From an optimization exercise on the open Yosys and OpenROAD flow, aimed at small area, a short achievable clock period and few clock cycles; shortcuts taken in it are not production practice.
Where RTL was checked, it was by simulation tests only, not by an equivalence proof against the original.

==> module DivDebug, before the edit <==
module DivDebug(
  input         clock,
                reset,
                io_v,
  input  [31:0] io_a,
                io_b,
  input  [1:0]  io_op,
  output [31:0] io_res,
  output        io_res_valid
);
  localparam [2:0] S_IDLE = 3'd0, S_BIAS = 3'd1, S_ALIGN = 3'd2, S_DIV = 3'd3,
                   S_FIX = 3'd4, S_DONE = 3'd5;
  reg [2:0]  state;
  reg [32:0] R;       
  reg [32:0] Dx;      
  reg [31:0] Q;       
  reg [5:0]  cnt;
  reg        cin;     
  reg        valid;
  wire signd = ~io_op[0];
  wire in_sa = signd & io_a[31];
  wire in_sb = signd & io_b[31];
  wire in_bz = ~|io_b;
  wire in_fix = io_op[1] ? in_sa : (in_sa ^ in_sb);
  wire sa  = in_sa;                
  wire rq  = io_op[1];             
  wire fix = in_fix;               
  wire nq  = in_fix & ~io_op[1];   
  wire [32:0] Dld = {in_sb, io_b} ^ {33{in_sb ^ (state == S_IDLE)}};
  wire [33:0] T1 = {R, 1'b1} + {Dx, cin};
  wire [32:0] T = T1[33:1];
  wire        acc = T[32] ~^ sa;
  wire        grow = acc & (Dx[32] ~^ Dx[31]);
  wire [7:0]  nzR, nzD;
  wire [7:0]  zDup;     
  genvar n;
  generate
    for (n = 0; n < 8; n = n + 1) begin : nib
      assign nzR[n] = R[32]  ? ~&R[4*n+3:4*n]  : |R[4*n+3:4*n];
      assign nzD[n] = Dx[32] ? ~&Dx[4*n+3:4*n] : |Dx[4*n+3:4*n];
      assign zDup[n] = ~|nzD[7:n];
    end
  endgenerate
  wire        big = |(nzR[7:1] & zDup[6:0]);
  wire        last = (state == S_DIV) ? (cnt == 6'd1) : (cnt == 6'd0);
  wire        step = (state == S_DIV) | ((state == S_ALIGN) & ~grow & ~big);
  wire [31:0] Qn = {Q[30:0], (acc & step) ^ nq};
  always @(posedge clock) begin
    if (reset) begin
      state <= S_IDLE;
      valid <= 1'b0;
    end else begin
      valid <= 1'b0;
      case (state)
        S_IDLE: if (io_v) begin
          state <= in_bz ? S_DONE : (in_sa ? S_BIAS : S_ALIGN);
          valid <= in_bz;
        end
        S_BIAS: state <= S_ALIGN;
        S_ALIGN, S_DIV: if (step & last) begin
          state <= fix ? S_FIX : S_DONE;
          valid <= ~fix;
        end else if (step) state <= S_DIV;
        S_FIX: begin state <= S_DONE; valid <= 1'b1; end
        default: state <= S_IDLE;
      endcase
    end
  end
  always @(posedge clock) begin
    Q <= Qn;
    case (state)
      S_IDLE: begin
        R   <= {in_sa & ~in_bz, io_a | {32{in_bz & ~io_op[1]}}};
        Dx  <= Dld | {33{in_sa}};
        Q   <= {32{in_fix & ~io_op[1]}};
        cnt <= 6'd0;
        cin <= ~in_sa & ~in_sb;
      end
      S_BIAS: begin
        R   <= T;
        Dx  <= Dld;
        cin <= in_sb;
      end
      S_ALIGN, S_DIV: begin
        if (!step) begin
          if (big) begin
            Dx  <= {Dx[28:0], {4{cin}}};
            cnt <= cnt + 6'd4;
          end else begin
            Dx  <= {Dx[31:0], cin};
            cnt <= cnt + 6'd1;
          end
        end else begin
          if (state == S_DIV) cnt <= cnt - 6'd1;
          if (last) begin
            if (rq) begin if (acc) R <= T; end
            else R <= {1'b0, Qn};
            Dx  <= 33'd0;
            cin <= 1'b1;
          end else begin
            if (acc) R <= T;
            Dx <= {Dx[32], Dx[32:1]};
          end
        end
      end
      S_FIX: begin
        R  <= T;
        Dx <= Dld;
      end
      default: Dx <= Dld;
    endcase
  end
  assign io_res = R[31:0];
  assign io_res_valid = valid;
endmodule
==> flow/config.mk <==
export PLATFORM = sky130hd
export DESIGN_NAME = DivDebug
export DESIGN_NICKNAME = DivDebug
export VERILOG_FILES = /design/flow/design.v
export SDC_FILE = /design/flow/constraint.sdc
export NUM_CORES = 4
export LEC_CHECK = 0
export ABC_AREA = 1
export CAP_MARGIN = 20
export CORE_MARGIN = 2
export CORE_UTILIZATION = 40
export CTS_BUF_LIST = sky130_fd_sc_hd__clkbuf_4 sky130_fd_sc_hd__clkbuf_8
export SETUP_SLACK_MARGIN = 3.3
export SLEW_MARGIN = 20
==> flow/constraint.sdc <==
create_clock -name core_clock -period 6.0 [get_ports {clock}]
set_input_delay 1.2000 -clock core_clock [delete_from_list [all_inputs] [get_ports {clock}]]
set_output_delay 1.2000 -clock core_clock [all_outputs]
set_load 0.01 [all_outputs]
standard.sh (not shown) runs the stock make flow with config.mk's settings and CLKGATE_MAP_FILE= SYNTH_SCRIPT=/design/flow/synth_recipe.tcl, a recipe that flattens the netlist after the stock synthesis.
==> flow/flow/run.sh <==
#!/bin/bash
# The standard layout (the standard.sh, unchanged synthesis and steps), with
# plain sky130_fd_sc_hd__buf_1 cells as the port buffers instead of the default.
set -euo pipefail
export BUFFER_PORTS_ARGS="-buffer_cell sky130_fd_sc_hd__buf_1"
bash standard.sh > standard_sh.log 2>&1
==> next run, changes <==
--- a/flow/design.v
+++ b/flow/design.v
@@ -15,5 +15,5 @@
   reg [32:0] Dx;      
   reg [31:0] Q;       
-  reg [5:0]  cnt;
+  reg [4:0]  cnt;
   reg        cin;     
   reg        valid;
@@ -31,5 +31,5 @@
   wire [32:0] T = T1[33:1];
   wire        acc = T[32] ~^ sa;
-  wire        grow = acc & (Dx[32] ~^ Dx[31]);
+  wire        grow = acc & (Dx[32] ~^ Dx[31]) & (~(Dx[32] ^ cin) | (Dx[30] ^ cin));
   wire [7:0]  nzR, nzD;
   wire [7:0]  zDup;     
@@ -43,5 +43,5 @@
   endgenerate
   wire        big = |(nzR[7:1] & zDup[6:0]);
-  wire        last = (state == S_DIV) ? (cnt == 6'd1) : (cnt == 6'd0);
+  wire        last = (state == S_DIV) ? (cnt == 5'd1) : (cnt == 5'd0);
   wire        step = (state == S_DIV) | ((state == S_ALIGN) & ~grow & ~big);
   wire [31:0] Qn = {Q[30:0], (acc & step) ^ nq};
@@ -74,5 +74,5 @@
         Dx  <= Dld | {33{in_sa}};
         Q   <= {32{in_fix & ~io_op[1]}};
-        cnt <= 6'd0;
+        cnt <= 5'd0;
         cin <= ~in_sa & ~in_sb;
       end
@@ -86,11 +86,11 @@
           if (big) begin
             Dx  <= {Dx[28:0], {4{cin}}};
-            cnt <= cnt + 6'd4;
+            cnt <= cnt + 5'd4;
           end else begin
             Dx  <= {Dx[31:0], cin};
-            cnt <= cnt + 6'd1;
+            cnt <= cnt + 5'd1;
           end
         end else begin
-          if (state == S_DIV) cnt <= cnt - 6'd1;
+          if (state == S_DIV) cnt <= cnt - 5'd1;
           if (last) begin
             if (rq) begin if (acc) R <= T; end
Register-to-register slack loses 80 ps. Final cell count goes down by 3.7%. Maximum frequency goes down by 2.7%. Area after synthesis goes down by 3.4%. Cell area goes down by 5.8%. Count of clock-buffer cells in the layout goes down by 1. Setup slack loses 77 ps. Die area goes down by 3.3%. Global-route usage goes up by 1.6 points. Via count goes down by 5.6%. Clock skew is about the same. First-iteration DRC count goes down by 1.7%.
Testbench counts after the change, summed over its fixed seeds: cycles 35,308.
For the first run of this note, only the layout was checked, not whether the RTL still works.

========
The RTL this note starts from:
==> flow/design.v <==
module DivDebug(
  input         clock,
                reset,
                io_v,
  input  [31:0] io_a,
                io_b,
  input  [1:0]  io_op,
  output [31:0] io_res,
  output        io_res_valid
);
  localparam [2:0] S_IDLE = 3'd0, S_BIAS = 3'd1, S_ALIGN = 3'd2, S_DIV = 3'd3,
                   S_FIX = 3'd4, S_DONE = 3'd5;
  reg [2:0]  state;
  reg [32:0] R;       
  reg [32:0] Dx;      
  reg [31:0] Q;       
  reg [4:0]  cnt;
  reg        cin;     
  reg        valid;
  wire signd = ~io_op[0];
  wire in_sa = signd & io_a[31];
  wire in_sb = signd & io_b[31];
  wire in_bz = ~|io_b;
  wire in_fix = io_op[1] ? in_sa : (in_sa ^ in_sb);
  wire sa  = in_sa;                
  wire rq  = io_op[1];             
  wire sub = ~(in_sa ^ in_sb);     
  wire addb = in_sa & ~in_sb;      
  wire nq  = (in_sa ^ in_sb) & ~io_op[1] & ~in_bz;   
  wire [32:0] Dld = {in_sb, io_b} ^ {33{sub}};
  wire [33:0] T1 = {R, 1'b1} + {Dx, cin};
  wire [32:0] T = T1[33:1];
  wire        acc = T[32] ~^ sa;
  wire        grow = acc & (Dx[32] ~^ Dx[31]) & (~(Dx[32] ^ sub) | (Dx[30] ^ sub));
  wire [7:0]  nzR, nzD;
  wire [7:0]  zDup;     
  genvar n;
  generate
    for (n = 0; n < 8; n = n + 1) begin : nib
      assign nzR[n] = R[32]  ? ~&R[4*n+3:4*n]  : |R[4*n+3:4*n];
      assign nzD[n] = Dx[32] ? ~&Dx[4*n+3:4*n] : |Dx[4*n+3:4*n];
      assign zDup[n] = ~|nzD[7:n];
    end
  endgenerate
  wire        big = |(nzR[7:1] & zDup[6:0]);
  wire        last = (state == S_DIV) ? (cnt == 5'd1) : (cnt == 5'd0);
  wire        step = (state == S_DIV) | ((state == S_ALIGN) & ~grow & ~big);
  wire [31:0] Qn = {Q[30:0], (acc & step) ^ nq};
  wire fix = (rq ? (in_sa & (~in_sb | cin | (acc & step))) : (in_sa ^ in_sb)) & ~in_bz;
  always @(posedge clock) begin
    if (reset) begin
      state <= S_IDLE;
      valid <= 1'b0;
    end else begin
      valid <= 1'b0;
      case (state)
        S_IDLE: if (io_v) begin
          state <= in_bz ? S_DIV : (addb ? S_BIAS : S_ALIGN);
        end
        S_BIAS: state <= S_ALIGN;
        S_ALIGN, S_DIV: if (step & last) begin
          state <= fix ? S_FIX : S_DONE;
          valid <= ~fix;
        end else if (step) state <= S_DIV;
        S_FIX: begin state <= S_DONE; valid <= 1'b1; end
        default: state <= S_IDLE;
      endcase
    end
  end
  always @(posedge clock) begin
    Q <= Qn;
    case (state)
      S_IDLE: begin
        R   <= {in_sa, io_a};
        Dx  <= Dld | {33{addb}};
        Q   <= {32{nq | in_bz}};
        cnt <= {4'd0, in_bz};
        cin <= (~in_sa & ~in_sb) | in_bz;
      end
      S_BIAS: begin
        R   <= T;
        Dx  <= Dld;
        cin <= 1'b0;
      end
      S_ALIGN, S_DIV: begin
        if (!step) begin
          if (big) begin
            Dx  <= {Dx[28:0], {4{sub}}};
            cnt <= cnt + 5'd4;
          end else begin
            Dx  <= {Dx[31:0], sub};
            cnt <= cnt + 5'd1;
          end
        end else begin
          if (state == S_DIV) cnt <= cnt - 5'd1;
          if (last) begin
            if (rq) begin if (acc) R <= T; end
            else R <= {1'b0, Qn};
            Dx  <= 33'd0;
            cin <= 1'b1;
          end else begin
            if (acc) begin
              R   <= T;
              cin <= sub;
            end
            Dx <= {Dx[32], Dx[32:1]};
          end
        end
      end
      S_FIX: begin
        R  <= T;
        Dx <= Dld;
      end
      default: Dx <= Dld;
    endcase
  end
  assign io_res = R[31:0];
  assign io_res_valid = valid;
endmodule
Settings: LEC_CHECK=0, ABC_AREA=1, CAP_MARGIN=20, CORE_MARGIN=2, CORE_UTILIZATION=40, SETUP_SLACK_MARGIN=3.6, SLEW_MARGIN=20, TNS_END_PERCENT=5; clock period 6.0 ns.
Scripts as last shown in full above: flow/flow/run.sh
Change:
--- a/flow/design.v
+++ b/flow/design.v
@@ -24,14 +24,13 @@
   wire in_fix = io_op[1] ? in_sa : (in_sa ^ in_sb);
   wire sa  = in_sa;                
   wire rq  = io_op[1];             
-  wire sub = ~(in_sa ^ in_sb);     
-  wire addb = in_sa & ~in_sb;      
-  wire nq  = (in_sa ^ in_sb) & ~io_op[1] & ~in_bz;   
-  wire [32:0] Dld = {in_sb, io_b} ^ {33{sub}};
+  wire fix = in_fix & ~in_bz;      
+  wire nq  = fix & ~io_op[1];      
+  wire [32:0] Dld = {in_sb, io_b} ^ {33{in_sb ^ (state == S_IDLE)}};
   wire [33:0] T1 = {R, 1'b1} + {Dx, cin};
   wire [32:0] T = T1[33:1];
   wire        acc = T[32] ~^ sa;
-  wire        grow = acc & (Dx[32] ~^ Dx[31]) & (~(Dx[32] ^ sub) | (Dx[30] ^ sub));
+  wire        grow = acc & (Dx[32] ~^ Dx[31]) & (~(Dx[32] ^ cin) | (Dx[30] ^ cin));
   wire [7:0]  nzR, nzD;
   wire [7:0]  zDup;     
   genvar n;
@@ -46,7 +45,6 @@
   wire        last = (state == S_DIV) ? (cnt == 5'd1) : (cnt == 5'd0);
   wire        step = (state == S_DIV) | ((state == S_ALIGN) & ~grow & ~big);
   wire [31:0] Qn = {Q[30:0], (acc & step) ^ nq};
-  wire fix = (rq ? (in_sa & (~in_sb | cin | (acc & step))) : (in_sa ^ in_sb)) & ~in_bz;
   always @(posedge clock) begin
     if (reset) begin
       state <= S_IDLE;
@@ -55,7 +53,7 @@
       valid <= 1'b0;
       case (state)
         S_IDLE: if (io_v) begin
-          state <= in_bz ? S_DIV : (addb ? S_BIAS : S_ALIGN);
+          state <= in_bz ? S_DIV : (in_sa ? S_BIAS : S_ALIGN);
         end
         S_BIAS: state <= S_ALIGN;
         S_ALIGN, S_DIV: if (step & last) begin
@@ -72,7 +70,7 @@
     case (state)
       S_IDLE: begin
         R   <= {in_sa, io_a};
-        Dx  <= Dld | {33{addb}};
+        Dx  <= Dld | {33{in_sa}};
         Q   <= {32{nq | in_bz}};
         cnt <= {4'd0, in_bz};
         cin <= (~in_sa & ~in_sb) | in_bz;
@@ -80,15 +78,15 @@
       S_BIAS: begin
         R   <= T;
         Dx  <= Dld;
-        cin <= 1'b0;
+        cin <= in_sb;
       end
       S_ALIGN, S_DIV: begin
         if (!step) begin
           if (big) begin
-            Dx  <= {Dx[28:0], {4{sub}}};
+            Dx  <= {Dx[28:0], {4{cin}}};
             cnt <= cnt + 5'd4;
           end else begin
-            Dx  <= {Dx[31:0], sub};
+            Dx  <= {Dx[31:0], cin};
             cnt <= cnt + 5'd1;
           end
         end else begin
@@ -99,10 +97,7 @@
             Dx  <= 33'd0;
             cin <= 1'b1;
           end else begin
-            if (acc) begin
-              R   <= T;
-              cin <= sub;
-            end
+            if (acc) R <= T;
             Dx <= {Dx[32], Dx[32:1]};
           end
         end
Result:
- The changed run ran to the end with no violations
- setup slack improves by 110 ps
- wire length came out lower by 4.2%
- final area came out lower by 3.5%
- die area came out lower by 1.0%
- synthesized cell count came out lower by 2.8%
- non-clock buffer count came out lower by 28
- via count came out lower by 4.8%
- cell count came out lower by 3.6%
- synthesized area came out lower by 1.1%
- clock-buffer cell count came out higher by 4
- fmax came out higher by 3.9%
Testbench counts after the change, summed over its fixed seeds: cycles 35,497.
Only the layout flow was run in the first run of this note; the RTL was not checked for function there.

[port drivers added, routing unchanged]
In the flow no input, the clock included, has a driving cell. The finished layouts below were timed again as built, in two steps.
Step 1 sets driving cells, clkbuf_16 on the clock port and buf_2 on the other inputs (assumed; they add their load-dependent delay and slew).
Step 2 times the ports against the registers' clock, not the clock port: input delays grow and output delays shrink by t, the midpoint of the rising clock arrivals with the driver on.
Slacks: no drivers / after step 1 / after step 2; pairs: no drivers / after step 1.
run | t (ns) | slack for setup (ns) | clock arrival spread, ns
the first run of note 1 | 0.445 | 3.189 / 3.189 / 2.820 | 0.019 / 0.019
the second run of note 1 | 0.445 | 3.112 / 3.112 / 2.859 | 0.020 / 0.020
the first run of note 2 | 0.414 | 3.074 / 3.074 / 2.717 | 0.007 / 0.007
the second run of note 2 | 0.407 | 3.185 / 3.185 / 2.940 | 0.015 / 0.014
After both steps every run listed still meets setup and hold. For the first run of note 1, which loses most, drivers alone change the setup slack by 0.000 ns; drivers and shift together by -0.369 ns.
